Source: an optimization exercise on an open RTL-to-GDS flow (aim: small area and a short achievable clock period). Production flows keep margins and buffers that such runs may drop.
Function was checked by simulation only, so behaviour that the tests miss may differ from the original.
Power figures rest on the tool's default switching activity, not on a simulated workload.

## flow/design.v (module list and top-level ports; edited modules follow where they fit)
// module fifo_ptr_logic: 55 lines
// module mini_fwft_fifo: 47 lines
// module rfg_axis_protocol: 208 lines
// module main_rfg: 554 lines
// module rfg_capture: 15 lines
// module rfg_counter: 23 lines
// module rfg_updown_counter: 38 lines
// module rfg_host: 368 lines
module rfg_host (
    input  wire        clk,
    input  wire        resn,
    input  wire [7:0]  s_axis_tdata,
    input  wire        s_axis_tvalid,
    output wire        s_axis_tready,
    input  wire [7:0]  s_axis_tid,
    output wire [7:0]  m_axis_tdata,
    output wire        m_axis_tvalid,
    input  wire        m_axis_tready,
    output wire        m_axis_tlast,
    output wire [7:0]  m_axis_tid,
    output wire [7:0]  m_axis_tdest,
    output wire        debug_got_byte,
    output wire [3:0]  debug_state,
    input  wire [15:0]   hk_xadc_temperature,
    input  wire          hk_xadc_temperature_write,
    input  wire [15:0]   hk_xadc_vccint,
    input  wire          hk_xadc_vccint_write,
    output wire [31:0]   hk_conversion_trigger,
    output wire          hk_conversion_trigger_interrupt,
    input  wire          hk_stat_conversions_counter_enable,
    output wire [7:0]    hk_ctrl,
    output wire [2:0]    hk_ctrl_select_adc,
    output wire [7:0]    hk_adcdac_mosi_fifo_m_axis_tdata,
    output wire          hk_adcdac_mosi_fifo_m_axis_tvalid,
    input  wire          hk_adcdac_mosi_fifo_m_axis_tready,
    output wire          hk_adcdac_mosi_fifo_m_axis_tlast,
    input  wire [7:0]    hk_adc_miso_fifo_s_axis_tdata,
    input  wire          hk_adc_miso_fifo_s_axis_tvalid,
    output wire          hk_adc_miso_fifo_s_axis_tready,
    input  wire [31:0]   hk_adc_miso_fifo_read_size,
    input  wire          hk_adc_miso_fifo_read_size_write,
  // ...
==> flow/flow/run.sh <==
#!/bin/bash
set -o pipefail
cp standard.sh standard_sh_copy.log
export BUFFER_PORTS_ARGS="-buffer_cell sky130_fd_sc_hd__buf_1"
bash standard.sh > standard.log 2>&1
==> flow/standard.sh <==
#!/bin/bash
# synth_recipe.tcl (not shown) runs the flow's synth.tcl, then flattens the netlist and writes it again
# the make line also repeats each setting of config.mk as NAME=value (left out here)
make -C /OpenROAD-flow-scripts/flow DESIGN_CONFIG=/design/flow/config.mk WORK_HOME=/design/flow/orfs CLKGATE_MAP_FILE= SYNTH_SCRIPT=/design/flow/synth_recipe.tcl "${@:-finish}"
==> flow/config.mk <==
export PLATFORM = sky130hd
export DESIGN_NAME = rfg_host
export DESIGN_NICKNAME = rfg_host
export VERILOG_FILES = /design/flow/design.v
export SDC_FILE = /design/flow/constraint.sdc
export NUM_CORES = 4
export LEC_CHECK = 0
export CAP_MARGIN = 10
export CORE_AREA = 10 10 365 365
export CTS_CLUSTER_DIAMETER = 120
export CTS_CLUSTER_SIZE = 25
export DIE_AREA = 0 0 375 375
export SETUP_SLACK_MARGIN = 3.4
export SLEW_MARGIN = 10
==> flow/constraint.sdc <==
create_clock -name core_clock -period 6.0 [get_ports {clk}]
set_input_delay 1.2000 -clock core_clock [delete_from_list [all_inputs] [get_ports {clk}]]
set_output_delay 1.2000 -clock core_clock [all_outputs]
set_load 0.01 [all_outputs]
==> summary.txt, run 1 <==
outcome - finished clean
pre-CTS setup slack - 1730 ps
Signal inverters - 130
Hold Violations, Final - 0
max layer used - met5
grt ovf - 0
Yosys top cell area share - 0.373
top cells by area, synth - edfxtp_1, dfxtp_1, xor2_1
largest family of logic cells by synthesized area - compound AO/OA/AOI/OAI gates
clock-net power - 4640 µW
worst hold path startpoint - rfg_protocol.mini_fwft_fifo_inst.data_out[1]
maxcap violations - 0
clock slew seen by the registers of the worst setup and hold paths - 100 ps
Crit-path slowest cell - a21oi_1
Via Count - 45300
# resized after CTS - 437
non-filler instance count after layout - 7378
met3 Resource Use GR - 0.0772
crit-path max cell delay - 780 ps
Global Route Usage Sum - 0.321
Die W - 375 µm
f_max - 0.369 GHz
RSZ-0062 raised after global routing - yes
CTS buffer count - 55
WL met3 - 27.1 mm
area of the multi-input gates - 0.0206 mm²
critical-path cell list - buf_4 -> a22o_1 -> a221oi_1 -> nand3_1 -> a21oi_1 -> a21boi_0
Simple-Gate Fraction of Synth Area - 0.141
Worst setup EP type - register
==> run 2, diff against run 1 <==
==> flow/config.mk (replaced) <==
export PLATFORM = sky130hd
export DESIGN_NAME = rfg_host
export DESIGN_NICKNAME = rfg_host
export VERILOG_FILES = /design/flow/design.v
export SDC_FILE = /design/flow/constraint.sdc
export NUM_CORES = 4
export LEC_CHECK = 0
export CAP_MARGIN = 20
export CORE_AREA = 10 10 380 380
export CTS_CLUSTER_DIAMETER = 120
export CTS_CLUSTER_SIZE = 25
export DIE_AREA = 0 0 390 390
export SETUP_SLACK_MARGIN = 3.3
export SLEW_MARGIN = 20
==> run 2 against run 1 <==
Synthesized cell count unchanged. Total power up 0.94%. Register-to-register slack worse by 50 ps. Final area down 1.2%. Wire length up 0.64%. Sequential cell count unchanged. Setup slack worse by 54 ps. Global-route usage down 2.2 points. Non-clock buffer count down 72. Hold slack worse by 57 ps. Synthesized area unchanged. Largest power group unchanged. Highest routed layer unchanged.
==> summary.txt, run 2 <==
Nets - 6161 (was 6233)
outcome - finished clean (unchanged)
Reg2Reg Depth - 4 (was 6)
Synth area leader - edfxtp_1 (unchanged)
non-filler instance count after layout - 7432 (was 7378)
Slew Limit Fails - 0 (unchanged)
Post-synth ARST share - 0 (unchanged)
Global Route Usage Sum - 0.299 (was 0.321)
Seq/Total Area, Yosys - 0.577 (unchanged)
Final Skew - 88.9 ps (was 34.8 ps)
hold path cells - 0 (unchanged)
FP Rows - 135 (was 130)
H-Tree Depth - 2 (unchanged)
RSZ-0062 raised after global routing - yes (unchanged)
critical-path cell list - clkbuf_2 (was buf_4 -> a22o_1 -> a221oi_1 -> nand3_1 -> a21oi_1 -> a21boi_0)
Antenna Nets Post-Route - 0 (unchanged)
WL/cell - 32.4 µm (was 32.5 µm)
P&R area growth vs syn - 14.8% (was 16.2%)
synth unique cells - 87 (unchanged)
Initial Util - 0.391 (was 0.424)
Top delay family on crit path - flip-flops (was compound AO/OA/AOI/OAI gates)
Final Setup Violations - 0 (unchanged)
core area - 0.136 mm² (was 0.125 mm²)
Cells after Synth - 4877 (unchanged)
CTS root buf - clkbuf_16 (unchanged)
grt ovf - 0 (unchanged)
WS Path Type - register to primary output (was register to register)
Rel. slew slack - 0.189 (was 0.124)
vias in the first global route - 41800 (was 41900)
Startpoint Class - register (unchanged)
Worst EP arrival - 1570 ps (was 3260 ps)
die span in y - 390 µm (was 375 µm)
worst vdd ir - 0.293 mV (was 0.295 mV)
port bufs - 915 (unchanged)
CTS tree - built (unchanged)
number of enable flip-flop cells after synthesis - 660 (unchanged)
ys flop type - edfxtp_1 (unchanged)
global-route wire length before repair - 328 mm (was 326 mm)
total chip power - 17200 µW (was 17000 µW)
Die W - 390 µm (was 375 µm)
Worst R2R Start - main_rfg_I.a_lo[6] (was main_rfg_I.a_lo[14])
f_max - 0.361 GHz (was 0.369 GHz)
setup_tns - 0 ps (unchanged)
I/O pin cnt - 945 (unchanged)
clock slew seen by the registers of the worst setup and hold paths - 110 ps (was 100 ps)
Commonest cells post-synth - edfxtp_1, dfxtp_1, nand2_1 (unchanged)
fraction of layout cells with a size suffix above 1 - 0.100 (was 0.123)
Worst Hold Class - register to register (unchanged)
Worst EP required - 4800 ps (was 6540 ps)
maximum clock path buffer count - 3 (unchanged)
pin count of the biggest net entering global routing - 79 (was 71)
drc violations - 0 (unchanged)
Hold Violations, Final - 0 (unchanged)
final WL - 241 mm (was 240 mm)
dpl cells - 7245 (was 7114)
crit-path max cell delay - 600 ps (was 780 ps)
commonest non-fill, non-tap cell in the layout - buf_1 (unchanged)
YS warnings - 8 (unchanged)
period utilization - 0.461 (was 0.452)
die outline area - 0.152 mm² (was 0.141 mm²)
initial antenna violation count - 30 (was 27)
Final GP Congestion - 0.977 (was 0.972)
worst-margin pin slew - 1220 ps (was 1300 ps)
Fin Hold WS - 430 ps (was 486 ps)
Worst setup EP type - primary output (was register)
Skew-Pair Late Insertion Delay - 780 ps (was 740 ps)
Detailed Place HPWL - 180 mm (was 175 mm)
power per cell area - 282 mW/mm² (was 276 mW/mm²)
Mapped Avg Cell Area - 10.9 µm² (unchanged)
Worst Setup SP - main_rfg_I.layer_0_cfg_ctrl_reg[5] (was main_rfg_I.a_lo[14])
Yosys reg bits - 1200 (unchanged)
maxcap violations - 0 (unchanged)
Yosys top cell area share - 0.373 (unchanged)
Via density - 6.02 (was 6.13)
Leak Pwr - 0.0210 µW (was 0.0215 µW)
# clock sinks - 1200 (unchanged)
initial DRC count - 6631 (was 6612)
most numerous cell in the Yosys netlist - edfxtp_1 (unchanged)
top cells by area, synth - edfxtp_1, dfxtp_1, xor2_1 (unchanged)
Via Count - 44700 (was 45300)
mapped cell area - 0.0531 mm² (unchanged)
Crit-path slowest cell - edfxtp_1 (was a21oi_1)
most frequent cells in the layout - buf_1, edfxtp_1, dfxtp_1 (was buf_1, edfxtp_1, nand2_1)
worst hold path startpoint - rfg_protocol.mini_fwft_fifo_inst.data_out[1] (unchanged)
Pre-Repair DR Iteration Count - 9 (was 6)
crit path max fanout - 3 (was 25)
Crit path depth - 1 (was 6)
CTS buffer count - 57 (was 55)
Tmin final - 2770 ps (was 2710 ps)
Worst Path Buf+Inv - 1 (unchanged)
run 2: power breakdown:
group	leakage [µW]	internal, µW	switching (µW)	total, µW
registers	0.0109	9160	670	9830
clock network	0.000860	1920	2890	4810
logic	0.00921	838	1710	2550
total	0.0210	11900	5270	17200
run 2: timing repair:
action | in CTS | in global routing
pin swaps | 7 | 5
hold endpoints to repair | 0 | 0
hold buffers | 0 | 0
endpoints found under the setup margin | 592 | 191
resized for setup | 283 | 72
gates cloned | 0 | 1
setup buffers | 58 | 11
run 2: final timing paths:
kind                                           to  slack (ps)
hold reg to reg      rfg_protocol.m_axis_tdata[1]         430
setup / recovery              layer_0_cfg_ctrl[5]        3230
hold / removal       rfg_protocol.m_axis_tdata[1]         430
setup reg to reg  main_rfg_I.rd_value_port_reg[3]        3240
run 2: kinds of logic (layout without fill, tap and decap cells):
group,Yosys count,in the layout,synth area share
buffers and inverters,547,1291,0.0475
DFF,1200,1200,0.577
adders and majority gates,79,79,0.0186
AOI/OAI and AO/OA,1100,1100,0.144
and+or+nand+nor,1526,1526,0.141
muxes,36,36,0.00900
xor gates and xnor gates,388,388,0.0640
other,1,31,0.0000706
run 2: layout make-up:
cell class                      instances  area [µm²]
Clock buffer                           97        1610
Timing Repair Buffer                 1053        5040
Antenna cell                            9        22.5
Sequential cell                      1200       30800
Tap cell                             1781        2230
Clock inverter                         11         223
Inverter                              130         504
Multi-Input combinational cell       3151       20500
Fill cell                           13000       74800
run 2: layer usage:
metal / track usage / vias to the layer above / wire length, µm
met2: 0.464 / 2927 / 107000
met4: 0.130 / 20 / 12800
met3: 0.0677 / 486 / 27100
met5: 0 / - / 115
met1: 0.399 / 22000 / 93700
li1: - / 19300 / -
run 2: through the flow:
stage / setup slack [ps] / cell area [µm²] / utilization
6_report: 3230 / 61000 / 0.449
5_1_grt: 3250 / 61000 / 0.449
4_1_cts: 3220 / 60600 / 0.446
3_5_place_dp: 1900 / 57600 / 0.424
3_3_place_gp: 1950 / 57600 / 0.424
2_1_floorplan: 3210 / 53400 / -
run 2: worst register-to-register path, stage by stage, from the launching register on:
cell and delay [ps]:
dfxtp_4 810, nand2_1 470, o22ai_1 1030, a31oi_1 80, o221ai_1 240
==> module main_rfg, before the edit <==
module main_rfg(
    input  wire                clk,
    input  wire                resn,
    input  wire  [7:0]         rfg_address,
    input  wire  [7:0]         rfg_write_value,
    input  wire                rfg_write,
    input  wire                rfg_write_last,
    input  wire                rfg_read,
    input  wire                rfg_read_next,      
    input  wire  [7:0]         rfg_address_next,   
    output reg                 rfg_read_valid,
    output wire [7:0]          rfg_read_value,
    input  wire [15:0]            hk_xadc_temperature,
    input  wire                  hk_xadc_temperature_write,
    input  wire [15:0]            hk_xadc_vccint,
    input  wire                  hk_xadc_vccint_write,
    output wire [31:0]            hk_conversion_trigger,
    output  wire                 hk_conversion_trigger_interrupt,
    input   wire                  hk_stat_conversions_counter_enable,
    output wire [7:0]            hk_ctrl,
    output wire [2:0]            hk_ctrl_select_adc,
    output wire [7:0]             hk_adcdac_mosi_fifo_m_axis_tdata,
    output reg                   hk_adcdac_mosi_fifo_m_axis_tvalid,
    input  wire                  hk_adcdac_mosi_fifo_m_axis_tready,
    output reg            hk_adcdac_mosi_fifo_m_axis_tlast,
    input  wire [7:0]            hk_adc_miso_fifo_s_axis_tdata,
    input  wire                  hk_adc_miso_fifo_s_axis_tvalid,
    output reg                   hk_adc_miso_fifo_s_axis_tready,
    input  wire [31:0]            hk_adc_miso_fifo_read_size,
    input  wire                  hk_adc_miso_fifo_read_size_write,
    output wire [7:0]            layer_0_cfg_ctrl,
    output wire                  layer_0_cfg_ctrl_hold,
    output wire                  layer_0_cfg_ctrl_reset,
    output wire                  layer_0_cfg_ctrl_disable_autoread,
    output wire                  layer_0_cfg_ctrl_cs,
    output wire                  layer_0_cfg_ctrl_disable_miso,
    output wire                  layer_0_cfg_ctrl_loopback,
    output wire [7:0]            layer_1_cfg_ctrl,
    output wire                  layer_1_cfg_ctrl_hold,
    output wire                  layer_1_cfg_ctrl_reset,
    output wire                  layer_1_cfg_ctrl_disable_autoread,
    output wire                  layer_1_cfg_ctrl_cs,
    output wire                  layer_1_cfg_ctrl_disable_miso,
    output wire                  layer_1_cfg_ctrl_loopback,
    output wire [7:0]            layer_2_cfg_ctrl,
    output wire                  layer_2_cfg_ctrl_hold,
    output wire                  layer_2_cfg_ctrl_reset,
    output wire                  layer_2_cfg_ctrl_disable_autoread,
    output wire                  layer_2_cfg_ctrl_cs,
    output wire                  layer_2_cfg_ctrl_disable_miso,
    output wire                  layer_2_cfg_ctrl_loopback,
    output wire [7:0]            layer_0_status,
    input  wire                  layer_0_status_interruptn,
    input  wire                  layer_0_status_frame_decoding,
    output wire [7:0]            layer_1_status,
    input  wire                  layer_1_status_interruptn,
    input  wire                  layer_1_status_frame_decoding,
    output wire [7:0]            layer_2_status,
    input  wire                  layer_2_status_interruptn,
    input  wire                  layer_2_status_frame_decoding,
    input   wire                  layer_0_stat_frame_counter_enable,
    input   wire                  layer_1_stat_frame_counter_enable,
    input   wire                  layer_2_stat_frame_counter_enable,
    input   wire                  layer_0_stat_idle_counter_enable,
    input   wire                  layer_1_stat_idle_counter_enable,
    input   wire                  layer_2_stat_idle_counter_enable,
    output wire [7:0]             layer_0_mosi_m_axis_tdata,
    output reg                   layer_0_mosi_m_axis_tvalid,
    input  wire                  layer_0_mosi_m_axis_tready,
    output reg            layer_0_mosi_m_axis_tlast,
    input  wire [31:0]            layer_0_mosi_write_size,
    input  wire                  layer_0_mosi_write_size_write,
    output wire [7:0]             layer_1_mosi_m_axis_tdata,
    output reg                   layer_1_mosi_m_axis_tvalid,
    input  wire                  layer_1_mosi_m_axis_tready,
    output reg            layer_1_mosi_m_axis_tlast,
    input  wire [31:0]            layer_1_mosi_write_size,
    input  wire                  layer_1_mosi_write_size_write,
    output wire [7:0]             layer_2_mosi_m_axis_tdata,
    output reg                   layer_2_mosi_m_axis_tvalid,
    input  wire                  layer_2_mosi_m_axis_tready,
    output reg            layer_2_mosi_m_axis_tlast,
    input  wire [31:0]            layer_2_mosi_write_size,
    input  wire                  layer_2_mosi_write_size_write,
    output wire [7:0]             layer_0_loopback_miso_m_axis_tdata,
    output reg                   layer_0_loopback_miso_m_axis_tvalid,
    input  wire                  layer_0_loopback_miso_m_axis_tready,
    input  wire [31:0]            layer_0_loopback_miso_write_size,
    input  wire                  layer_0_loopback_miso_write_size_write,
    output wire [7:0]             layer_1_loopback_miso_m_axis_tdata,
    output reg                   layer_1_loopback_miso_m_axis_tvalid,
    input  wire                  layer_1_loopback_miso_m_axis_tready,
    input  wire [31:0]            layer_1_loopback_miso_write_size,
    input  wire                  layer_1_loopback_miso_write_size_write,
    output wire [7:0]             layer_2_loopback_miso_m_axis_tdata,
    output reg                   layer_2_loopback_miso_m_axis_tvalid,
    input  wire                  layer_2_loopback_miso_m_axis_tready,
    input  wire [31:0]            layer_2_loopback_miso_write_size,
    input  wire                  layer_2_loopback_miso_write_size_write,
    input  wire [7:0]            layer_0_loopback_mosi_s_axis_tdata,
    input  wire                  layer_0_loopback_mosi_s_axis_tvalid,
    output reg                   layer_0_loopback_mosi_s_axis_tready,
    input  wire [31:0]            layer_0_loopback_mosi_read_size,
    input  wire                  layer_0_loopback_mosi_read_size_write,
    input  wire [7:0]            layer_1_loopback_mosi_s_axis_tdata,
    input  wire                  layer_1_loopback_mosi_s_axis_tvalid,
    output reg                   layer_1_loopback_mosi_s_axis_tready,
    input  wire [31:0]            layer_1_loopback_mosi_read_size,
    input  wire                  layer_1_loopback_mosi_read_size_write,
    input  wire [7:0]            layer_2_loopback_mosi_s_axis_tdata,
    input  wire                  layer_2_loopback_mosi_s_axis_tvalid,
    output reg                   layer_2_loopback_mosi_s_axis_tready,
    input  wire [31:0]            layer_2_loopback_mosi_read_size,
    input  wire                  layer_2_loopback_mosi_read_size_write,
    output wire [7:0]            layers_cfg_frame_tag_counter_ctrl,
    output wire                  layers_cfg_frame_tag_counter_ctrl_enable,
    output wire                  layers_cfg_frame_tag_counter_ctrl_force_count,
    output wire [31:0]            layers_cfg_frame_tag_counter_trigger,
    output  wire                 layers_cfg_frame_tag_counter_trigger_interrupt,
    input   wire                  layers_cfg_frame_tag_counter_trigger_enable,
    output wire [31:0]            layers_cfg_frame_tag_counter,
    input   wire                  layers_cfg_frame_tag_counter_enable,
    output wire [7:0]            layers_cfg_nodata_continue,
    output wire [7:0]            layers_sr_out,
    output wire                  layers_sr_out_ck1,
    output wire                  layers_sr_out_ck2,
    output wire                  layers_sr_out_sin,
    output wire                  layers_sr_out_ld0,
    output wire                  layers_sr_out_ld1,
    output wire                  layers_sr_out_ld2,
    output wire [7:0]            layers_sr_in,
    output wire                  layers_sr_in_rb,
    input  wire                  layers_sr_in_sout0,
    input  wire                  layers_sr_in_sout1,
    input  wire                  layers_sr_in_sout2,
    output wire [7:0]            layers_inj_ctrl,
    output wire                  layers_inj_ctrl_reset,
    output wire                  layers_inj_ctrl_suspend,
    output wire                  layers_inj_ctrl_synced,
    output wire                  layers_inj_ctrl_trigger,
    output wire                  layers_inj_ctrl_write,
    input  wire                  layers_inj_ctrl_done,
    input  wire                  layers_inj_ctrl_running,
    output wire [3:0]            layers_inj_waddr,
    output wire [7:0]            layers_inj_wdata,
    input  wire [7:0]            layers_readout_s_axis_tdata,
    input  wire                  layers_readout_s_axis_tvalid,
    output reg                   layers_readout_s_axis_tready,
    input  wire [31:0]            layers_readout_read_size,
    input  wire                  layers_readout_read_size_write,
    output wire [7:0]            io_ctrl,
    output wire                  io_ctrl_sample_clock_enable,
    output wire                  io_ctrl_timestamp_clock_enable,
    output wire                  io_ctrl_gecco_sample_clock_se,
    output wire                  io_ctrl_gecco_inj_enable,
    output wire [7:0]            io_led,
    output wire [7:0]            gecco_sr_ctrl,
    output wire                  gecco_sr_ctrl_ck,
    output wire                  gecco_sr_ctrl_sin,
    output wire                  gecco_sr_ctrl_ld,
    output wire [31:0]            hk_conversion_trigger_match,
    output wire [31:0]            layers_cfg_frame_tag_counter_trigger_match,
    output wire [7:0]             spi_layers_ckdivider_value,
    output wire [7:0]             spi_hk_ckdivider_value
    );
    wire [7:0] wd = rfg_write_value;
    reg [8:0]  a_hi;
    reg [15:0] a_lo;
    always @(posedge clk) begin
        a_hi <= 9'b1 << rfg_address_next[7:4];
        a_lo <= 16'b1 << rfg_address_next[3:0];
    end
    reg [7:0] hk_ctrl_reg, spi_layers_ckdivider_reg, spi_hk_ckdivider_reg;
    reg [7:0] layer_0_cfg_ctrl_reg, layer_1_cfg_ctrl_reg, layer_2_cfg_ctrl_reg;
    reg [7:0] layers_cfg_frame_tag_counter_ctrl_reg, layers_cfg_nodata_continue_reg, layers_sr_out_reg;
    reg [7:0] layers_sr_in_reg, layers_inj_ctrl_reg, layers_inj_wdata_reg;
    reg [3:0] layers_inj_waddr_reg;
    reg [7:0] io_ctrl_reg, io_led_reg, gecco_sr_ctrl_reg;
    reg [31:0] hk_conversion_trigger_match_reg, layers_cfg_frame_tag_counter_trigger_match_reg;
    reg [1:0] layer_0_status_reg, layer_1_status_reg, layer_2_status_reg;
    wire [7:0] wd_r0 = wd & {8{resn}};     
    wire [7:0] wd_r1 = wd | {8{!resn}};    
    function automatic [7:0] wd_rst(input [7:0] rst);
        wd_rst = (wd_r0 & ~rst) | (wd_r1 & rst);
    endfunction
    always @(posedge clk) if (!resn || (rfg_write && a_hi[1] && a_lo[4])) hk_ctrl_reg <= wd_rst(8'h0);
    always @(posedge clk) if (!resn || (rfg_write && a_hi[1] && a_lo[11])) spi_layers_ckdivider_reg <= wd_rst(8'h4);
    always @(posedge clk) if (!resn || (rfg_write && a_hi[1] && a_lo[12])) spi_hk_ckdivider_reg <= wd_rst(8'h4);
    always @(posedge clk) if (!resn || (rfg_write && a_hi[1] && a_lo[13])) layer_0_cfg_ctrl_reg <= wd_rst(8'b00000111);
    always @(posedge clk) if (!resn || (rfg_write && a_hi[1] && a_lo[14])) layer_1_cfg_ctrl_reg <= wd_rst(8'b00000111);
    always @(posedge clk) if (!resn || (rfg_write && a_hi[1] && a_lo[15])) layer_2_cfg_ctrl_reg <= wd_rst(8'b00000111);
    always @(posedge clk) if (!resn || (rfg_write && a_hi[6] && a_lo[8])) layers_cfg_frame_tag_counter_ctrl_reg <= wd_rst(8'h1);
    always @(posedge clk) if (!resn || (rfg_write && a_hi[7] && a_lo[1])) layers_cfg_nodata_continue_reg <= wd_rst(8'd5);
    always @(posedge clk) if (!resn || (rfg_write && a_hi[7] && a_lo[2])) layers_sr_out_reg <= wd_rst(8'h0);
    always @(posedge clk) if (!resn || (rfg_write && a_hi[7] && a_lo[5])) layers_inj_waddr_reg <= wd_rst(4'h0) & 4'hf;
    always @(posedge clk) if (!resn || (rfg_write && a_hi[7] && a_lo[6])) layers_inj_wdata_reg <= wd_rst(8'h0);
    always @(posedge clk) if (!resn || (rfg_write && a_hi[7] && a_lo[12])) io_ctrl_reg <= wd_rst(8'b00001000);
    always @(posedge clk) if (!resn || (rfg_write && a_hi[7] && a_lo[13])) io_led_reg <= wd_rst(8'h0);
    always @(posedge clk) if (!resn || (rfg_write && a_hi[7] && a_lo[14])) gecco_sr_ctrl_reg <= wd_rst(8'h0);
    always @(posedge clk) if (!resn || (rfg_write && a_hi[7] && a_lo[15])) hk_conversion_trigger_match_reg[7:0] <= wd_rst((32'd10) >> 0);
    always @(posedge clk) if (!resn || (rfg_write && a_hi[8] && a_lo[0])) hk_conversion_trigger_match_reg[15:8] <= wd_rst((32'd10) >> 8);
    always @(posedge clk) if (!resn || (rfg_write && a_hi[8] && a_lo[1])) hk_conversion_trigger_match_reg[23:16] <= wd_rst((32'd10) >> 16);
    always @(posedge clk) if (!resn || (rfg_write && a_hi[8] && a_lo[2])) hk_conversion_trigger_match_reg[31:24] <= wd_rst((32'd10) >> 24);
    always @(posedge clk) if (!resn || (rfg_write && a_hi[8] && a_lo[3])) layers_cfg_frame_tag_counter_trigger_match_reg[7:0] <= wd_rst((32'd4) >> 0);
    always @(posedge clk) if (!resn || (rfg_write && a_hi[8] && a_lo[4])) layers_cfg_frame_tag_counter_trigger_match_reg[15:8] <= wd_rst((32'd4) >> 8);
    always @(posedge clk) if (!resn || (rfg_write && a_hi[8] && a_lo[5])) layers_cfg_frame_tag_counter_trigger_match_reg[23:16] <= wd_rst((32'd4) >> 16);
    always @(posedge clk) if (!resn || (rfg_write && a_hi[8] && a_lo[6])) layers_cfg_frame_tag_counter_trigger_match_reg[31:24] <= wd_rst((32'd4) >> 24);
    always @(posedge clk) begin
        if (!resn) begin
            layers_sr_in_reg <= 8'h0;
            layers_inj_ctrl_reg <= 8'b00000110;
            layer_0_status_reg <= 2'b0;
            layer_1_status_reg <= 2'b0;
            layer_2_status_reg <= 2'b0;
        end else begin
            layer_0_status_reg <= {layer_0_status_frame_decoding, layer_0_status_interruptn};
            layer_1_status_reg <= {layer_1_status_frame_decoding, layer_1_status_interruptn};
            layer_2_status_reg <= {layer_2_status_frame_decoding, layer_2_status_interruptn};
            if (rfg_write && a_hi[7] && a_lo[3]) layers_sr_in_reg <= wd;
            else layers_sr_in_reg[3:1] <= {layers_sr_in_sout2, layers_sr_in_sout1, layers_sr_in_sout0};
            if (rfg_write && a_hi[7] && a_lo[4]) layers_inj_ctrl_reg <= wd;
            else layers_inj_ctrl_reg[6:5] <= {layers_inj_ctrl_running, layers_inj_ctrl_done};
        end
    end
    assign hk_ctrl = hk_ctrl_reg;
    assign spi_layers_ckdivider_value = spi_layers_ckdivider_reg;
    assign spi_hk_ckdivider_value = spi_hk_ckdivider_reg;
    assign layer_0_cfg_ctrl = layer_0_cfg_ctrl_reg;
    assign layer_1_cfg_ctrl = layer_1_cfg_ctrl_reg;
    assign layer_2_cfg_ctrl = layer_2_cfg_ctrl_reg;
    assign layer_0_status = {6'b0, layer_0_status_reg};
    assign layer_1_status = {6'b0, layer_1_status_reg};
    assign layer_2_status = {6'b0, layer_2_status_reg};
    assign layers_cfg_frame_tag_counter_ctrl = layers_cfg_frame_tag_counter_ctrl_reg;
    assign layers_cfg_nodata_continue = layers_cfg_nodata_continue_reg;
    assign layers_sr_out = layers_sr_out_reg;
    assign layers_sr_in = layers_sr_in_reg;
    assign layers_inj_ctrl = layers_inj_ctrl_reg;
    assign layers_inj_waddr = layers_inj_waddr_reg;
    assign layers_inj_wdata = layers_inj_wdata_reg;
    assign io_ctrl = io_ctrl_reg;
    assign io_led = io_led_reg;
    assign gecco_sr_ctrl = gecco_sr_ctrl_reg;
    assign hk_conversion_trigger_match = hk_conversion_trigger_match_reg;
    assign layers_cfg_frame_tag_counter_trigger_match = layers_cfg_frame_tag_counter_trigger_match_reg;
    assign hk_ctrl_select_adc = hk_ctrl_reg[2:0];
    assign layer_0_cfg_ctrl_hold = layer_0_cfg_ctrl_reg[0];
    assign layer_0_cfg_ctrl_reset = layer_0_cfg_ctrl_reg[1];
    assign layer_0_cfg_ctrl_disable_autoread = layer_0_cfg_ctrl_reg[2];
    assign layer_0_cfg_ctrl_cs = layer_0_cfg_ctrl_reg[3];
    assign layer_0_cfg_ctrl_disable_miso = layer_0_cfg_ctrl_reg[4];
    assign layer_0_cfg_ctrl_loopback = layer_0_cfg_ctrl_reg[5];
    assign layer_1_cfg_ctrl_hold = layer_1_cfg_ctrl_reg[0];
    assign layer_1_cfg_ctrl_reset = layer_1_cfg_ctrl_reg[1];
    assign layer_1_cfg_ctrl_disable_autoread = layer_1_cfg_ctrl_reg[2];
    assign layer_1_cfg_ctrl_cs = layer_1_cfg_ctrl_reg[3];
    assign layer_1_cfg_ctrl_disable_miso = layer_1_cfg_ctrl_reg[4];
    assign layer_1_cfg_ctrl_loopback = layer_1_cfg_ctrl_reg[5];
    assign layer_2_cfg_ctrl_hold = layer_2_cfg_ctrl_reg[0];
    assign layer_2_cfg_ctrl_reset = layer_2_cfg_ctrl_reg[1];
    assign layer_2_cfg_ctrl_disable_autoread = layer_2_cfg_ctrl_reg[2];
    assign layer_2_cfg_ctrl_cs = layer_2_cfg_ctrl_reg[3];
    assign layer_2_cfg_ctrl_disable_miso = layer_2_cfg_ctrl_reg[4];
    assign layer_2_cfg_ctrl_loopback = layer_2_cfg_ctrl_reg[5];
    assign layers_cfg_frame_tag_counter_ctrl_enable = layers_cfg_frame_tag_counter_ctrl_reg[0];
    assign layers_cfg_frame_tag_counter_ctrl_force_count = layers_cfg_frame_tag_counter_ctrl_reg[1];
    assign layers_sr_out_ck1 = layers_sr_out_reg[0];
    assign layers_sr_out_ck2 = layers_sr_out_reg[1];
    assign layers_sr_out_sin = layers_sr_out_reg[2];
    assign layers_sr_out_ld0 = layers_sr_out_reg[3];
    assign layers_sr_out_ld1 = layers_sr_out_reg[4];
    assign layers_sr_out_ld2 = layers_sr_out_reg[5];
    assign layers_sr_in_rb = layers_sr_in_reg[0];
    assign layers_inj_ctrl_reset = layers_inj_ctrl_reg[0];
    assign layers_inj_ctrl_suspend = layers_inj_ctrl_reg[1];
    assign layers_inj_ctrl_synced = layers_inj_ctrl_reg[2];
    assign layers_inj_ctrl_trigger = layers_inj_ctrl_reg[3];
    assign layers_inj_ctrl_write = layers_inj_ctrl_reg[4];
    assign io_ctrl_sample_clock_enable = io_ctrl_reg[0];
    assign io_ctrl_timestamp_clock_enable = io_ctrl_reg[1];
    assign io_ctrl_gecco_sample_clock_se = io_ctrl_reg[2];
    assign io_ctrl_gecco_inj_enable = io_ctrl_reg[3];
    assign gecco_sr_ctrl_ck = gecco_sr_ctrl_reg[0];
    assign gecco_sr_ctrl_sin = gecco_sr_ctrl_reg[1];
    assign gecco_sr_ctrl_ld = gecco_sr_ctrl_reg[2];
    wire [15:0] hk_xadc_temperature_val, hk_xadc_vccint_val;
    wire [31:0] hk_adc_miso_fifo_read_size_val;
    wire [31:0] layer_0_mosi_write_size_val, layer_1_mosi_write_size_val, layer_2_mosi_write_size_val;
    wire [31:0] layer_0_loopback_miso_write_size_val, layer_1_loopback_miso_write_size_val, layer_2_loopback_miso_write_size_val;
    wire [31:0] layer_0_loopback_mosi_read_size_val, layer_1_loopback_mosi_read_size_val, layer_2_loopback_mosi_read_size_val;
    wire [31:0] layers_readout_read_size_val;
    rfg_capture #(16) hk_xadc_temperature_cap (clk, resn, hk_xadc_temperature_write, hk_xadc_temperature, hk_xadc_temperature_val);
    rfg_capture #(16) hk_xadc_vccint_cap (clk, resn, hk_xadc_vccint_write, hk_xadc_vccint, hk_xadc_vccint_val);
    rfg_capture #(32) hk_adc_miso_fifo_read_size_cap (clk, resn, hk_adc_miso_fifo_read_size_write, hk_adc_miso_fifo_read_size, hk_adc_miso_fifo_read_size_val);
    rfg_capture #(32) layer_0_mosi_write_size_cap (clk, resn, layer_0_mosi_write_size_write, layer_0_mosi_write_size, layer_0_mosi_write_size_val);
    rfg_capture #(32) layer_1_mosi_write_size_cap (clk, resn, layer_1_mosi_write_size_write, layer_1_mosi_write_size, layer_1_mosi_write_size_val);
    rfg_capture #(32) layer_2_mosi_write_size_cap (clk, resn, layer_2_mosi_write_size_write, layer_2_mosi_write_size, layer_2_mosi_write_size_val);
    rfg_capture #(32) layer_0_loopback_miso_write_size_cap (clk, resn, layer_0_loopback_miso_write_size_write, layer_0_loopback_miso_write_size, layer_0_loopback_miso_write_size_val);
    rfg_capture #(32) layer_1_loopback_miso_write_size_cap (clk, resn, layer_1_loopback_miso_write_size_write, layer_1_loopback_miso_write_size, layer_1_loopback_miso_write_size_val);
    rfg_capture #(32) layer_2_loopback_miso_write_size_cap (clk, resn, layer_2_loopback_miso_write_size_write, layer_2_loopback_miso_write_size, layer_2_loopback_miso_write_size_val);
    rfg_capture #(32) layer_0_loopback_mosi_read_size_cap (clk, resn, layer_0_loopback_mosi_read_size_write, layer_0_loopback_mosi_read_size, layer_0_loopback_mosi_read_size_val);
    rfg_capture #(32) layer_1_loopback_mosi_read_size_cap (clk, resn, layer_1_loopback_mosi_read_size_write, layer_1_loopback_mosi_read_size, layer_1_loopback_mosi_read_size_val);
    rfg_capture #(32) layer_2_loopback_mosi_read_size_cap (clk, resn, layer_2_loopback_mosi_read_size_write, layer_2_loopback_mosi_read_size, layer_2_loopback_mosi_read_size_val);
    rfg_capture #(32) layers_readout_read_size_cap (clk, resn, layers_readout_read_size_write, layers_readout_read_size, layers_readout_read_size_val);
    wire [31:0] hk_stat_conversions_counter_val;
    wire [31:0] layer_0_stat_frame_counter_val, layer_1_stat_frame_counter_val, layer_2_stat_frame_counter_val;
    wire [31:0] layer_0_stat_idle_counter_val, layer_1_stat_idle_counter_val, layer_2_stat_idle_counter_val;
    rfg_counter hk_stat_conversions_counter_cnt (clk, resn, hk_stat_conversions_counter_enable, 4'b0000, wd, hk_stat_conversions_counter_val);
    rfg_counter layer_0_stat_frame_counter_cnt (clk, resn, layer_0_stat_frame_counter_enable,
        {(rfg_write && a_hi[2] && a_lo[6]), (rfg_write && a_hi[2] && a_lo[5]), (rfg_write && a_hi[2] && a_lo[4]), (rfg_write && a_hi[2] && a_lo[3])}, wd, layer_0_stat_frame_counter_val);
    rfg_counter layer_1_stat_frame_counter_cnt (clk, resn, layer_1_stat_frame_counter_enable,
        {(rfg_write && a_hi[2] && a_lo[10]), (rfg_write && a_hi[2] && a_lo[9]), (rfg_write && a_hi[2] && a_lo[8]), (rfg_write && a_hi[2] && a_lo[7])}, wd, layer_1_stat_frame_counter_val);
    rfg_counter layer_2_stat_frame_counter_cnt (clk, resn, layer_2_stat_frame_counter_enable,
        {(rfg_write && a_hi[2] && a_lo[14]), (rfg_write && a_hi[2] && a_lo[13]), (rfg_write && a_hi[2] && a_lo[12]), (rfg_write && a_hi[2] && a_lo[11])}, wd, layer_2_stat_frame_counter_val);
    rfg_counter layer_0_stat_idle_counter_cnt (clk, resn, layer_0_stat_idle_counter_enable,
        {(rfg_write && a_hi[3] && a_lo[2]), (rfg_write && a_hi[3] && a_lo[1]), (rfg_write && a_hi[3] && a_lo[0]), (rfg_write && a_hi[2] && a_lo[15])}, wd, layer_0_stat_idle_counter_val);
    rfg_counter layer_1_stat_idle_counter_cnt (clk, resn, layer_1_stat_idle_counter_enable,
        {(rfg_write && a_hi[3] && a_lo[6]), (rfg_write && a_hi[3] && a_lo[5]), (rfg_write && a_hi[3] && a_lo[4]), (rfg_write && a_hi[3] && a_lo[3])}, wd, layer_1_stat_idle_counter_val);
    rfg_counter layer_2_stat_idle_counter_cnt (clk, resn, layer_2_stat_idle_counter_enable,
        {(rfg_write && a_hi[3] && a_lo[10]), (rfg_write && a_hi[3] && a_lo[9]), (rfg_write && a_hi[3] && a_lo[8]), (rfg_write && a_hi[3] && a_lo[7])}, wd, layer_2_stat_idle_counter_val);
    rfg_counter layers_cfg_frame_tag_counter_cnt (clk, resn, layers_cfg_frame_tag_counter_enable,
        {(rfg_write && a_hi[7] && a_lo[0]), (rfg_write && a_hi[6] && a_lo[15]), (rfg_write && a_hi[6] && a_lo[14]), (rfg_write && a_hi[6] && a_lo[13])}, wd, layers_cfg_frame_tag_counter);
    rfg_updown_counter hk_conversion_trigger_cnt (clk, resn, 1'b1,
        {(rfg_write && a_hi[0] && a_lo[15]), (rfg_write && a_hi[0] && a_lo[14]), (rfg_write && a_hi[0] && a_lo[13]), (rfg_write && a_hi[0] && a_lo[12])}, wd, hk_conversion_trigger_match_reg,
        hk_conversion_trigger, hk_conversion_trigger_interrupt);
    rfg_updown_counter layers_cfg_frame_tag_counter_trigger_cnt (clk, resn, layers_cfg_frame_tag_counter_trigger_enable,
        {(rfg_write && a_hi[6] && a_lo[12]), (rfg_write && a_hi[6] && a_lo[11]), (rfg_write && a_hi[6] && a_lo[10]), (rfg_write && a_hi[6] && a_lo[9])}, wd, layers_cfg_frame_tag_counter_trigger_match_reg,
        layers_cfg_frame_tag_counter_trigger, layers_cfg_frame_tag_counter_trigger_interrupt);
    reg [7:0] fifo_wdata_reg;
    always @(posedge clk) fifo_wdata_reg <= rfg_write_value;
    assign hk_adcdac_mosi_fifo_m_axis_tdata   = fifo_wdata_reg;
    assign layer_0_mosi_m_axis_tdata          = fifo_wdata_reg;
    assign layer_1_mosi_m_axis_tdata          = fifo_wdata_reg;
    assign layer_2_mosi_m_axis_tdata          = fifo_wdata_reg;
    assign layer_0_loopback_miso_m_axis_tdata = fifo_wdata_reg;
    assign layer_1_loopback_miso_m_axis_tdata = fifo_wdata_reg;
    assign layer_2_loopback_miso_m_axis_tdata = fifo_wdata_reg;
    always @(posedge clk) begin
        if (!resn) begin
            hk_adcdac_mosi_fifo_m_axis_tvalid <= 1'b0;
            hk_adcdac_mosi_fifo_m_axis_tlast  <= 1'b0;
            layer_0_mosi_m_axis_tvalid <= 1'b0;
            layer_0_mosi_m_axis_tlast  <= 1'b0;
            layer_1_mosi_m_axis_tvalid <= 1'b0;
            layer_1_mosi_m_axis_tlast  <= 1'b0;
            layer_2_mosi_m_axis_tvalid <= 1'b0;
            layer_2_mosi_m_axis_tlast  <= 1'b0;
            layer_0_loopback_miso_m_axis_tvalid <= 1'b0;
            layer_1_loopback_miso_m_axis_tvalid <= 1'b0;
            layer_2_loopback_miso_m_axis_tvalid <= 1'b0;
        end else begin
            hk_adcdac_mosi_fifo_m_axis_tvalid <= (rfg_write && a_hi[1] && a_lo[5]);
            hk_adcdac_mosi_fifo_m_axis_tlast  <= (rfg_write && a_hi[1] && a_lo[5]) && rfg_write_last;
            layer_0_mosi_m_axis_tvalid <= (rfg_write && a_hi[3] && a_lo[11]);
            layer_0_mosi_m_axis_tlast  <= (rfg_write && a_hi[3] && a_lo[11]) && rfg_write_last;
            layer_1_mosi_m_axis_tvalid <= (rfg_write && a_hi[4] && a_lo[0]);
            layer_1_mosi_m_axis_tlast  <= (rfg_write && a_hi[4] && a_lo[0]) && rfg_write_last;
            layer_2_mosi_m_axis_tvalid <= (rfg_write && a_hi[4] && a_lo[5]);
            layer_2_mosi_m_axis_tlast  <= (rfg_write && a_hi[4] && a_lo[5]) && rfg_write_last;
            layer_0_loopback_miso_m_axis_tvalid <= (rfg_write && a_hi[4] && a_lo[10]);
            layer_1_loopback_miso_m_axis_tvalid <= (rfg_write && a_hi[4] && a_lo[15]);
            layer_2_loopback_miso_m_axis_tvalid <= (rfg_write && a_hi[5] && a_lo[4]);
        end
    end
    always @(posedge clk) begin
        hk_adc_miso_fifo_s_axis_tready      <= rfg_read_next && rfg_address_next == 8'h16;
        layer_0_loopback_mosi_s_axis_tready <= rfg_read_next && rfg_address_next == 8'h59;
        layer_1_loopback_mosi_s_axis_tready <= rfg_read_next && rfg_address_next == 8'h5e;
        layer_2_loopback_mosi_s_axis_tready <= rfg_read_next && rfg_address_next == 8'h63;
        layers_readout_s_axis_tready        <= rfg_read_next && rfg_address_next == 8'h77;
    end
    wire [7:0] rd_grp_0 =
        ({8{a_lo[1]}} & (8'hff)) |
        ({8{a_lo[4]}} & (8'h81)) |
        ({8{a_lo[5]}} & (8'h7f)) |
        ({8{a_lo[6]}} & (8'ha5)) |
        ({8{a_lo[7]}} & (8'h78)) |
        ({8{a_lo[8]}} & (hk_xadc_temperature_val[7:0])) |
        ({8{a_lo[9]}} & (hk_xadc_temperature_val[15:8])) |
        ({8{a_lo[10]}} & (hk_xadc_vccint_val[7:0])) |
        ({8{a_lo[11]}} & (hk_xadc_vccint_val[15:8])) |
        ({8{a_lo[12]}} & (hk_conversion_trigger[7:0])) |
        ({8{a_lo[13]}} & (hk_conversion_trigger[15:8])) |
        ({8{a_lo[14]}} & (hk_conversion_trigger[23:16])) |
        ({8{a_lo[15]}} & (hk_conversion_trigger[31:24]));
    wire rd_ok_0 = a_lo[0] | a_lo[1] | a_lo[2] | a_lo[3] | a_lo[4] | a_lo[5] | a_lo[6] | a_lo[7] | a_lo[8] | a_lo[9] | a_lo[10] | a_lo[11] | a_lo[12] | a_lo[13] | a_lo[14] | a_lo[15];
    wire [7:0] rd_grp_1 =
        ({8{a_lo[0]}} & (hk_stat_conversions_counter_val[7:0])) |
        ({8{a_lo[1]}} & (hk_stat_conversions_counter_val[15:8])) |
        ({8{a_lo[2]}} & (hk_stat_conversions_counter_val[23:16])) |
        ({8{a_lo[3]}} & (hk_stat_conversions_counter_val[31:24])) |
        ({8{a_lo[4]}} & (hk_ctrl_reg)) |
        ({8{a_lo[7]}} & (hk_adc_miso_fifo_read_size_val[7:0])) |
        ({8{a_lo[8]}} & (hk_adc_miso_fifo_read_size_val[15:8])) |
        ({8{a_lo[9]}} & (hk_adc_miso_fifo_read_size_val[23:16])) |
        ({8{a_lo[10]}} & (hk_adc_miso_fifo_read_size_val[31:24])) |
        ({8{a_lo[11]}} & (spi_layers_ckdivider_reg)) |
        ({8{a_lo[12]}} & (spi_hk_ckdivider_reg)) |
        ({8{a_lo[13]}} & (layer_0_cfg_ctrl_reg)) |
        ({8{a_lo[14]}} & (layer_1_cfg_ctrl_reg)) |
        ({8{a_lo[15]}} & (layer_2_cfg_ctrl_reg));
    wire rd_ok_1 = a_lo[0] | a_lo[1] | a_lo[2] | a_lo[3] | a_lo[4] | a_lo[6] | a_lo[7] | a_lo[8] | a_lo[9] | a_lo[10] | a_lo[11] | a_lo[12] | a_lo[13] | a_lo[14] | a_lo[15];
    wire [7:0] rd_grp_2 =
        ({8{a_lo[0]}} & ({6'b0, layer_0_status_reg})) |
        ({8{a_lo[1]}} & ({6'b0, layer_1_status_reg})) |
        ({8{a_lo[2]}} & ({6'b0, layer_2_status_reg})) |
        ({8{a_lo[3]}} & (layer_0_stat_frame_counter_val[7:0])) |
        ({8{a_lo[4]}} & (layer_0_stat_frame_counter_val[15:8])) |
        ({8{a_lo[5]}} & (layer_0_stat_frame_counter_val[23:16])) |
        ({8{a_lo[6]}} & (layer_0_stat_frame_counter_val[31:24])) |
        ({8{a_lo[7]}} & (layer_1_stat_frame_counter_val[7:0])) |
        ({8{a_lo[8]}} & (layer_1_stat_frame_counter_val[15:8])) |
        ({8{a_lo[9]}} & (layer_1_stat_frame_counter_val[23:16])) |
        ({8{a_lo[10]}} & (layer_1_stat_frame_counter_val[31:24])) |
        ({8{a_lo[11]}} & (layer_2_stat_frame_counter_val[7:0])) |
        ({8{a_lo[12]}} & (layer_2_stat_frame_counter_val[15:8])) |
        ({8{a_lo[13]}} & (layer_2_stat_frame_counter_val[23:16])) |
        ({8{a_lo[14]}} & (layer_2_stat_frame_counter_val[31:24])) |
        ({8{a_lo[15]}} & (layer_0_stat_idle_counter_val[7:0]));
    wire rd_ok_2 = a_lo[0] | a_lo[1] | a_lo[2] | a_lo[3] | a_lo[4] | a_lo[5] | a_lo[6] | a_lo[7] | a_lo[8] | a_lo[9] | a_lo[10] | a_lo[11] | a_lo[12] | a_lo[13] | a_lo[14] | a_lo[15];
    wire [7:0] rd_grp_3 =
        ({8{a_lo[0]}} & (layer_0_stat_idle_counter_val[15:8])) |
        ({8{a_lo[1]}} & (layer_0_stat_idle_counter_val[23:16])) |
        ({8{a_lo[2]}} & (layer_0_stat_idle_counter_val[31:24])) |
        ({8{a_lo[3]}} & (layer_1_stat_idle_counter_val[7:0])) |
        ({8{a_lo[4]}} & (layer_1_stat_idle_counter_val[15:8])) |
        ({8{a_lo[5]}} & (layer_1_stat_idle_counter_val[23:16])) |
        ({8{a_lo[6]}} & (layer_1_stat_idle_counter_val[31:24])) |
        ({8{a_lo[7]}} & (layer_2_stat_idle_counter_val[7:0])) |
        ({8{a_lo[8]}} & (layer_2_stat_idle_counter_val[15:8])) |
        ({8{a_lo[9]}} & (layer_2_stat_idle_counter_val[23:16])) |
        ({8{a_lo[10]}} & (layer_2_stat_idle_counter_val[31:24])) |
        ({8{a_lo[12]}} & (layer_0_mosi_write_size_val[7:0])) |
        ({8{a_lo[13]}} & (layer_0_mosi_write_size_val[15:8])) |
        ({8{a_lo[14]}} & (layer_0_mosi_write_size_val[23:16])) |
        ({8{a_lo[15]}} & (layer_0_mosi_write_size_val[31:24]));
    wire rd_ok_3 = a_lo[0] | a_lo[1] | a_lo[2] | a_lo[3] | a_lo[4] | a_lo[5] | a_lo[6] | a_lo[7] | a_lo[8] | a_lo[9] | a_lo[10] | a_lo[12] | a_lo[13] | a_lo[14] | a_lo[15];
    wire [7:0] rd_grp_4 =
        ({8{a_lo[1]}} & (layer_1_mosi_write_size_val[7:0])) |
        ({8{a_lo[2]}} & (layer_1_mosi_write_size_val[15:8])) |
        ({8{a_lo[3]}} & (layer_1_mosi_write_size_val[23:16])) |
        ({8{a_lo[4]}} & (layer_1_mosi_write_size_val[31:24])) |
        ({8{a_lo[6]}} & (layer_2_mosi_write_size_val[7:0])) |
        ({8{a_lo[7]}} & (layer_2_mosi_write_size_val[15:8])) |
        ({8{a_lo[8]}} & (layer_2_mosi_write_size_val[23:16])) |
        ({8{a_lo[9]}} & (layer_2_mosi_write_size_val[31:24])) |
        ({8{a_lo[11]}} & (layer_0_loopback_miso_write_size_val[7:0])) |
        ({8{a_lo[12]}} & (layer_0_loopback_miso_write_size_val[15:8])) |
        ({8{a_lo[13]}} & (layer_0_loopback_miso_write_size_val[23:16])) |
        ({8{a_lo[14]}} & (layer_0_loopback_miso_write_size_val[31:24]));
    wire rd_ok_4 = a_lo[1] | a_lo[2] | a_lo[3] | a_lo[4] | a_lo[6] | a_lo[7] | a_lo[8] | a_lo[9] | a_lo[11] | a_lo[12] | a_lo[13] | a_lo[14];
    wire [7:0] rd_grp_5 =
        ({8{a_lo[0]}} & (layer_1_loopback_miso_write_size_val[7:0])) |
        ({8{a_lo[1]}} & (layer_1_loopback_miso_write_size_val[15:8])) |
        ({8{a_lo[2]}} & (layer_1_loopback_miso_write_size_val[23:16])) |
        ({8{a_lo[3]}} & (layer_1_loopback_miso_write_size_val[31:24])) |
        ({8{a_lo[5]}} & (layer_2_loopback_miso_write_size_val[7:0])) |
        ({8{a_lo[6]}} & (layer_2_loopback_miso_write_size_val[15:8])) |
        ({8{a_lo[7]}} & (layer_2_loopback_miso_write_size_val[23:16])) |
        ({8{a_lo[8]}} & (layer_2_loopback_miso_write_size_val[31:24])) |
        ({8{a_lo[10]}} & (layer_0_loopback_mosi_read_size_val[7:0])) |
        ({8{a_lo[11]}} & (layer_0_loopback_mosi_read_size_val[15:8])) |
        ({8{a_lo[12]}} & (layer_0_loopback_mosi_read_size_val[23:16])) |
        ({8{a_lo[13]}} & (layer_0_loopback_mosi_read_size_val[31:24])) |
        ({8{a_lo[15]}} & (layer_1_loopback_mosi_read_size_val[7:0]));
    wire rd_ok_5 = a_lo[0] | a_lo[1] | a_lo[2] | a_lo[3] | a_lo[5] | a_lo[6] | a_lo[7] | a_lo[8] | a_lo[9] | a_lo[10] | a_lo[11] | a_lo[12] | a_lo[13] | a_lo[14] | a_lo[15];
    wire [7:0] rd_grp_6 =
        ({8{a_lo[0]}} & (layer_1_loopback_mosi_read_size_val[15:8])) |
        ({8{a_lo[1]}} & (layer_1_loopback_mosi_read_size_val[23:16])) |
        ({8{a_lo[2]}} & (layer_1_loopback_mosi_read_size_val[31:24])) |
        ({8{a_lo[4]}} & (layer_2_loopback_mosi_read_size_val[7:0])) |
        ({8{a_lo[5]}} & (layer_2_loopback_mosi_read_size_val[15:8])) |
        ({8{a_lo[6]}} & (layer_2_loopback_mosi_read_size_val[23:16])) |
        ({8{a_lo[7]}} & (layer_2_loopback_mosi_read_size_val[31:24])) |
        ({8{a_lo[8]}} & (layers_cfg_frame_tag_counter_ctrl_reg)) |
        ({8{a_lo[9]}} & (layers_cfg_frame_tag_counter_trigger[7:0])) |
        ({8{a_lo[10]}} & (layers_cfg_frame_tag_counter_trigger[15:8])) |
        ({8{a_lo[11]}} & (layers_cfg_frame_tag_counter_trigger[23:16])) |
        ({8{a_lo[12]}} & (layers_cfg_frame_tag_counter_trigger[31:24])) |
        ({8{a_lo[13]}} & (layers_cfg_frame_tag_counter[7:0])) |
        ({8{a_lo[14]}} & (layers_cfg_frame_tag_counter[15:8])) |
        ({8{a_lo[15]}} & (layers_cfg_frame_tag_counter[23:16]));
    wire rd_ok_6 = a_lo[0] | a_lo[1] | a_lo[2] | a_lo[3] | a_lo[4] | a_lo[5] | a_lo[6] | a_lo[7] | a_lo[8] | a_lo[9] | a_lo[10] | a_lo[11] | a_lo[12] | a_lo[13] | a_lo[14] | a_lo[15];
    wire [7:0] rd_grp_7 =
        ({8{a_lo[0]}} & (layers_cfg_frame_tag_counter[31:24])) |
        ({8{a_lo[1]}} & (layers_cfg_nodata_continue_reg)) |
        ({8{a_lo[2]}} & (layers_sr_out_reg)) |
        ({8{a_lo[3]}} & (layers_sr_in_reg)) |
        ({8{a_lo[4]}} & (layers_inj_ctrl_reg)) |
        ({8{a_lo[6]}} & (layers_inj_wdata_reg)) |
        ({8{a_lo[8]}} & (layers_readout_read_size_val[7:0])) |
        ({8{a_lo[9]}} & (layers_readout_read_size_val[15:8])) |
        ({8{a_lo[10]}} & (layers_readout_read_size_val[23:16])) |
        ({8{a_lo[11]}} & (layers_readout_read_size_val[31:24])) |
        ({8{a_lo[12]}} & (io_ctrl_reg)) |
        ({8{a_lo[13]}} & (io_led_reg)) |
        ({8{a_lo[14]}} & (gecco_sr_ctrl_reg)) |
        ({8{a_lo[15]}} & (hk_conversion_trigger_match_reg[7:0]));
    wire rd_ok_7 = a_lo[0] | a_lo[1] | a_lo[2] | a_lo[3] | a_lo[4] | a_lo[6] | a_lo[7] | a_lo[8] | a_lo[9] | a_lo[10] | a_lo[11] | a_lo[12] | a_lo[13] | a_lo[14] | a_lo[15];
    wire [7:0] rd_grp_8 =
        ({8{a_lo[0]}} & (hk_conversion_trigger_match_reg[15:8])) |
        ({8{a_lo[1]}} & (hk_conversion_trigger_match_reg[23:16])) |
        ({8{a_lo[2]}} & (hk_conversion_trigger_match_reg[31:24])) |
        ({8{a_lo[3]}} & (layers_cfg_frame_tag_counter_trigger_match_reg[7:0])) |
        ({8{a_lo[4]}} & (layers_cfg_frame_tag_counter_trigger_match_reg[15:8])) |
        ({8{a_lo[5]}} & (layers_cfg_frame_tag_counter_trigger_match_reg[23:16])) |
        ({8{a_lo[6]}} & (layers_cfg_frame_tag_counter_trigger_match_reg[31:24]));
    wire rd_ok_8 = a_lo[0] | a_lo[1] | a_lo[2] | a_lo[3] | a_lo[4] | a_lo[5] | a_lo[6];
    wire [7:0] rd_value_port =
        ({8{a_hi[1] & a_lo[6]}} & (hk_adc_miso_fifo_s_axis_tvalid ? hk_adc_miso_fifo_s_axis_tdata : 8'hff)) |
        ({8{a_hi[5] & a_lo[9]}} & (layer_0_loopback_mosi_s_axis_tvalid ? layer_0_loopback_mosi_s_axis_tdata : 8'hff)) |
        ({8{a_hi[5] & a_lo[14]}} & (layer_1_loopback_mosi_s_axis_tvalid ? layer_1_loopback_mosi_s_axis_tdata : 8'hff)) |
        ({8{a_hi[6] & a_lo[3]}} & (layer_2_loopback_mosi_s_axis_tvalid ? layer_2_loopback_mosi_s_axis_tdata : 8'hff)) |
        ({8{a_hi[7] & a_lo[7]}} & (layers_readout_s_axis_tvalid ? layers_readout_s_axis_tdata : 8'hff));
    reg [7:0] rd_grp_reg_0, rd_grp_reg_1, rd_grp_reg_2, rd_grp_reg_3, rd_grp_reg_4, rd_grp_reg_5, rd_grp_reg_6, rd_grp_reg_7, rd_grp_reg_8;
    always @(posedge clk) begin
        rd_grp_reg_0 <= {8{a_hi[0]}} & rd_grp_0;
        rd_grp_reg_1 <= {8{a_hi[1]}} & rd_grp_1;
        rd_grp_reg_2 <= {8{a_hi[2]}} & rd_grp_2;
        rd_grp_reg_3 <= {8{a_hi[3]}} & rd_grp_3;
        rd_grp_reg_4 <= {8{a_hi[4]}} & rd_grp_4;
        rd_grp_reg_5 <= {8{a_hi[5]}} & rd_grp_5;
        rd_grp_reg_6 <= {8{a_hi[6]}} & rd_grp_6;
        rd_grp_reg_7 <= {8{a_hi[7]}} & rd_grp_7;
        rd_grp_reg_8 <= {8{a_hi[8]}} & rd_grp_8;
    end
    wire [7:0] rd_value_groups =
        rd_grp_reg_0 |
        rd_grp_reg_1 |
        rd_grp_reg_2 |
        rd_grp_reg_3 |
        rd_grp_reg_4 |
        rd_grp_reg_5 |
        rd_grp_reg_6 |
        rd_grp_reg_7 |
        rd_grp_reg_8;
    wire rd_ok =
        (a_hi[0] & rd_ok_0) |
        (a_hi[1] & rd_ok_1) |
        (a_hi[2] & rd_ok_2) |
        (a_hi[3] & rd_ok_3) |
        (a_hi[4] & rd_ok_4) |
        (a_hi[5] & rd_ok_5) |
        (a_hi[6] & rd_ok_6) |
        (a_hi[7] & rd_ok_7) |
        (a_hi[8] & rd_ok_8);
    reg [7:0] rd_value_port_reg;
    always @(posedge clk) begin
        if (!resn) rfg_read_valid <= 1'b0;
        else       rfg_read_valid <= rfg_read && rd_ok;
        rd_value_port_reg <= rd_value_port;
    end
    assign rfg_read_value = rd_value_groups | rd_value_port_reg;
endmodule
==> run 3, diff against run 2 <==
--- a/flow/design.v
+++ b/flow/design.v
@@ -823,26 +823,18 @@
         ({8{a_hi[6] & a_lo[3]}} & (layer_2_loopback_mosi_s_axis_tvalid ? layer_2_loopback_mosi_s_axis_tdata : 8'hff)) |
         ({8{a_hi[7] & a_lo[7]}} & (layers_readout_s_axis_tvalid ? layers_readout_s_axis_tdata : 8'hff));
-    reg [7:0] rd_grp_reg_0, rd_grp_reg_1, rd_grp_reg_2, rd_grp_reg_3, rd_grp_reg_4, rd_grp_reg_5, rd_grp_reg_6, rd_grp_reg_7, rd_grp_reg_8;
+    reg [7:0] rd_pair_reg_0, rd_pair_reg_1, rd_pair_reg_2, rd_pair_reg_3, rd_pair_reg_4;
     always @(posedge clk) begin
-        rd_grp_reg_0 <= {8{a_hi[0]}} & rd_grp_0;
-        rd_grp_reg_1 <= {8{a_hi[1]}} & rd_grp_1;
-        rd_grp_reg_2 <= {8{a_hi[2]}} & rd_grp_2;
-        rd_grp_reg_3 <= {8{a_hi[3]}} & rd_grp_3;
-        rd_grp_reg_4 <= {8{a_hi[4]}} & rd_grp_4;
-        rd_grp_reg_5 <= {8{a_hi[5]}} & rd_grp_5;
-        rd_grp_reg_6 <= {8{a_hi[6]}} & rd_grp_6;
-        rd_grp_reg_7 <= {8{a_hi[7]}} & rd_grp_7;
-        rd_grp_reg_8 <= {8{a_hi[8]}} & rd_grp_8;
+        rd_pair_reg_0 <= ({8{a_hi[0]}} & rd_grp_0) | ({8{a_hi[1]}} & rd_grp_1);
+        rd_pair_reg_1 <= ({8{a_hi[2]}} & rd_grp_2) | ({8{a_hi[3]}} & rd_grp_3);
+        rd_pair_reg_2 <= ({8{a_hi[4]}} & rd_grp_4) | ({8{a_hi[5]}} & rd_grp_5);
+        rd_pair_reg_3 <= ({8{a_hi[6]}} & rd_grp_6) | ({8{a_hi[7]}} & rd_grp_7);
+        rd_pair_reg_4 <= ({8{a_hi[8]}} & rd_grp_8);
     end
     wire [7:0] rd_value_groups =
-        rd_grp_reg_0 |
-        rd_grp_reg_1 |
-        rd_grp_reg_2 |
-        rd_grp_reg_3 |
-        rd_grp_reg_4 |
-        rd_grp_reg_5 |
-        rd_grp_reg_6 |
-        rd_grp_reg_7 |
-        rd_grp_reg_8;
+        rd_pair_reg_0 |
+        rd_pair_reg_1 |
+        rd_pair_reg_2 |
+        rd_pair_reg_3 |
+        rd_pair_reg_4;
     wire rd_ok =
         (a_hi[0] & rd_ok_0) |
--- a/flow/config.mk
+++ b/flow/config.mk
@@ -7,8 +7,8 @@
 export LEC_CHECK = 0
 export CAP_MARGIN = 20
-export CORE_AREA = 10 10 380 380
+export CORE_AREA = 10 10 365 365
 export CTS_CLUSTER_DIAMETER = 120
 export CTS_CLUSTER_SIZE = 25
-export DIE_AREA = 0 0 390 390
-export SETUP_SLACK_MARGIN = 3.3
+export DIE_AREA = 0 0 375 375
+export SETUP_SLACK_MARGIN = 3.4
 export SLEW_MARGIN = 20
==> run 3 against run 2 <==
Largest power group unchanged. Critical endpoint is now io_ctrl[1]. Largest cell class unchanged. Utilization grew 4.0 points. Setup slack better by 95 ps. Sequential share of layout area down 1.1 points. Critical path type unchanged. Register-to-register slack improved by 120 ps. Clock skew is 46 ps lower. Combinational power is 9.8% higher. Sequential power shrank 2%. Synthesized area fell by 0.92%. Via count grew 1.3%. Still clean on timing, DRC and antenna. Critical path depth did not move. Synthesized cell count rose by 0.51%.
==> summary.txt, run 3 <==
non-filler instance count after layout - 7404 (was 7432)
fill count - 11500 (was 13000)
Skew-Pair Late Insertion Delay - 740 ps (was 780 ps)
crit path max fanout - 3 (unchanged)
number of enable flip-flop cells after synthesis - 660 (unchanged)
initial DRC count - 6611 (was 6631)
vias in the first global route - 42000 (was 41800)
power per cell area - 277 mW/mm² (was 282 mW/mm²)
Initial Util - 0.420 (was 0.391)
adder-cell area share of the yosys netlist - 0.0188 (was 0.0186)
Post-synth ARST share - 0 (unchanged)
CTS buffer count - 53 (was 57)
setup_tns - 0 ps (unchanged)
mapped cell area - 0.0526 mm² (was 0.0531 mm²)
outcome - finished clean (unchanged)
# clock sinks - 1168 (was 1200)
Yosys reg bits - 1168 (was 1200)
Final Setup Violations - 0 (unchanged)
Mapped Avg Cell Area - 10.7 µm² (was 10.9 µm²)
Via Count - 45300 (was 44700)
port bufs - 915 (unchanged)
ys flop type - edfxtp_1 (unchanged)
post-synthesis compound-gate area fraction - 0.146 (was 0.144)
final WL - 235 mm (was 241 mm)
most frequent cells in the layout - buf_1, edfxtp_1, nand2_1 (was buf_1, edfxtp_1, dfxtp_1)
worst-margin pin slew - 1120 ps (was 1220 ps)
dpl cells - 7128 (was 7245)
mux contribution to synthesized area - 0.00737 (was 0.00900)
period utilization - 0.445 (was 0.461)
RSZ-0062 raised after global routing - yes (unchanged)
Synth Area in XOR/XNOR - 0.0636 (was 0.0640)
Worst EP required - 4800 ps (about the same)
Antenna Nets Post-Route - 0 (unchanged)
CTS root buf - clkbuf_16 (unchanged)
CTS tree - built (unchanged)
H-Tree Depth - 2 (unchanged)
initial antenna violation count - 30 (unchanged)
fraction of layout cells with a size suffix above 1 - 0.128 (was 0.100)
Via density - 6.12 (was 6.02)
Final GP Congestion - 0.974 (was 0.977)
Global Route Usage Sum - 0.315 (was 0.299)
Die W - 375 µm (was 390 µm)
global-route wire length before repair - 322 mm (was 328 mm)
largest family of logic cells by synthesized area - simple AND/OR/NAND/NOR gates (was compound AO/OA/AOI/OAI gates)
WS Path Type - register to primary output (unchanged)
dpl cell area - 0.0571 mm² (was 0.0576 mm²)
Tmin final - 2670 ps (was 2770 ps)
Fin Hold WS - 491 ps (was 430 ps)
Nets - 6264 (was 6161)
Yosys top cell area share - 0.377 (was 0.373)
P&R area growth vs syn - 16.6% (was 14.8%)
Synth area leader - edfxtp_1 (unchanged)
Crit-path slowest cell - edfxtp_1 (unchanged)
maxcap violations - 0 (unchanged)
Final Skew - 43.2 ps (was 88.9 ps)
most numerous cell in the Yosys netlist - edfxtp_1 (unchanged)
Worst Path Buf+Inv - 1 (unchanged)
pin count of the biggest net entering global routing - 71 (was 79)
die span in y - 375 µm (was 390 µm)
Finished Cell Area - 0.0614 mm² (was 0.0610 mm²)
grt ovf - 0 (unchanged)
Top delay family on crit path - flip-flops (unchanged)
Slew Limit Fails - 0 (unchanged)
I/O pin cnt - 945 (unchanged)
Worst EP arrival - 1470 ps (was 1570 ps)
top cells by area, synth - edfxtp_1, dfxtp_1, a22oi_1 (was edfxtp_1, dfxtp_1, xor2_1)
clock slew seen by the registers of the worst setup and hold paths - 100 ps (was 110 ps)
f_max - 0.374 GHz (was 0.361 GHz)
Cells after Synth - 4902 (was 4877)
Leak Pwr - 0.0216 µW (was 0.0210 µW)
Simple-Gate Fraction of Synth Area - 0.146 (was 0.141)
commonest non-fill, non-tap cell in the layout - buf_1 (unchanged)
Hold Violations, Final - 0 (unchanged)
die outline area - 0.141 mm² (was 0.152 mm²)
Rel. slew slack - 0.252 (was 0.189)
maximum clock path buffer count - 3 (unchanged)
crit-path max cell delay - 540 ps (was 600 ps)
synth unique cells - 85 (was 87)
FP Rows - 130 (was 135)
Detailed Place HPWL - 170 mm (was 180 mm)
pre-CTS setup slack - 2220 ps (was 1900 ps)
Commonest cells post-synth - edfxtp_1, dfxtp_1, nand2_1 (unchanged)
drc violations - 0 (unchanged)
worst vdd ir - 0.265 mV (was 0.293 mV)
Worst setup EP type - primary output (unchanged)
Seq/Total Area, Yosys - 0.570 (was 0.577)
cts hold-fix bufs - 0 (unchanged)
WL/cell - 31.8 µm (was 32.4 µm)
worst setup margin - 3330 ps (was 3230 ps)
Startpoint Class - register (unchanged)
Worst Hold Class - register to register (unchanged)
critical-path cell list - clkbuf_2 (unchanged)
core area - 0.125 mm² (was 0.136 mm²)
YS warnings - 8 (unchanged)
Pre-Repair DR Iteration Count - 7 (was 9)
## run 3: cell types whose count changed in the layout (fill, tap and decap cells not counted), moves of 21 or more
cell and change:
a21oi_1 -49, a221oi_1 -35, a22oi_1 +69, a31oi_1 -28, and3_1 -26, buf_4 +97, dfxtp_1 -69, dfxtp_2 -21
dfxtp_4 +58, nand2_1 +73, nand4_1 +43, nor2_1 -34, nor3_1 -22, o21ai_0 +60
## run 3: kinds of logic after synthesis
logic type / Yosys count
other: 1
muxes: 27
and+or+nand+nor: 1584
AOI/OAI and AO/OA: 1108
xor gates and xnor gates: 382
DFF: 1168
buffers and inverters: 553
adders and majority gates: 79
## run 3: path summary, 6_finish.rpt
path	start	endpoint	slack, ps	cells past startpoint
worst max-delay path	main_rfg_I.io_ctrl_reg[1]	io_ctrl[1]	3330	1
worst min-delay path	main_rfg_I.rd_pair_reg_0[3]	rfg_protocol.read_buffer_data_in[3]	490	2
worst max register to register	main_rfg_I.a_lo[6]	main_rfg_I.rd_value_port_reg[1]	3360	6
worst min register to register	main_rfg_I.rd_pair_reg_0[3]	rfg_protocol.read_buffer_data_in[3]	490	2
## run 3: what timing repair did
| action | in CTS | in global routing |
|---|---|---|
| hold endpoints to repair | 0 | 0 |
| resized for setup | 374 | 109 |
| cloned | 1 | 1 |
| endpoints found under the setup margin | 846 | 277 |
| pin swaps | 13 | 15 |
| setup buffers | 128 | 33 |
## run 3: power by group
group	total [µW]	switching (µW)	internal, µW
clock	4490	2720	1780
combinational	2800	1860	948
sequential	9670	696	8980
total	17000	5270	11700
## run 3: layout make-up
type	count	area, µm²	area share
Sequential cell	1168	30400	0.495
Multi-Input combinational cell	3202	21100	0.344
Timing Repair Buffer	1142	5640	0.0920
Tap cell	1650	2060	0.0336
Clock buffer	92	1480	0.0242
Inverter	129	499	0.00814
Clock inverter	7	120	0.00196
Antenna cell	14	35.0	0.000571
## run 3: metrics by stage
| stage | utilization | total power, µW |
|---|---|---|
| floorplan | - | 11000 |
| global placement | 0.455 | 12400 |
| finish | 0.489 | 17000 |
| global route | 0.489 | 17500 |
| detailed placement | 0.455 | 12400 |
| CTS | 0.483 | 16900 |
## run 3: metal layers
| metal | global-route usage | vias to the layer above | wire length (µm) |
|---|---|---|---|
| li1 | - | 19600 | - |
| met1 | 0.401 | 22100 | 88600 |
| met2 | 0.502 | 3015 | 108000 |
| met3 | 0.0807 | 539 | 26700 |
| met4 | 0.142 | 12 | 11800 |
| met5 | 0 | - | 75 |

[port drivers added, routing unchanged]
In the flow no input, the clock included, has a driving cell. The finished layouts below were timed again as built, in two steps. Step 1 sets driving cells, clkbuf_16 on the clock port and buf_2 on the other inputs (assumed; they add their load-dependent delay and slew). Step 2 times the ports against the registers' clock, not the clock port: input delays grow and output delays shrink by t, the midpoint of the rising clock arrivals with the driver on. Three values: ideal ports, drivers, drivers and shift; two values: the first two.
run	t, ns	slack for setup (ns)
run 1	0.790	3.286 / 3.227 / 2.498
run 2	0.793	3.233 / 3.165 / 2.553
run 3	0.791	3.328 / 3.249 / 2.697
After both steps every run listed still meets setup and hold.
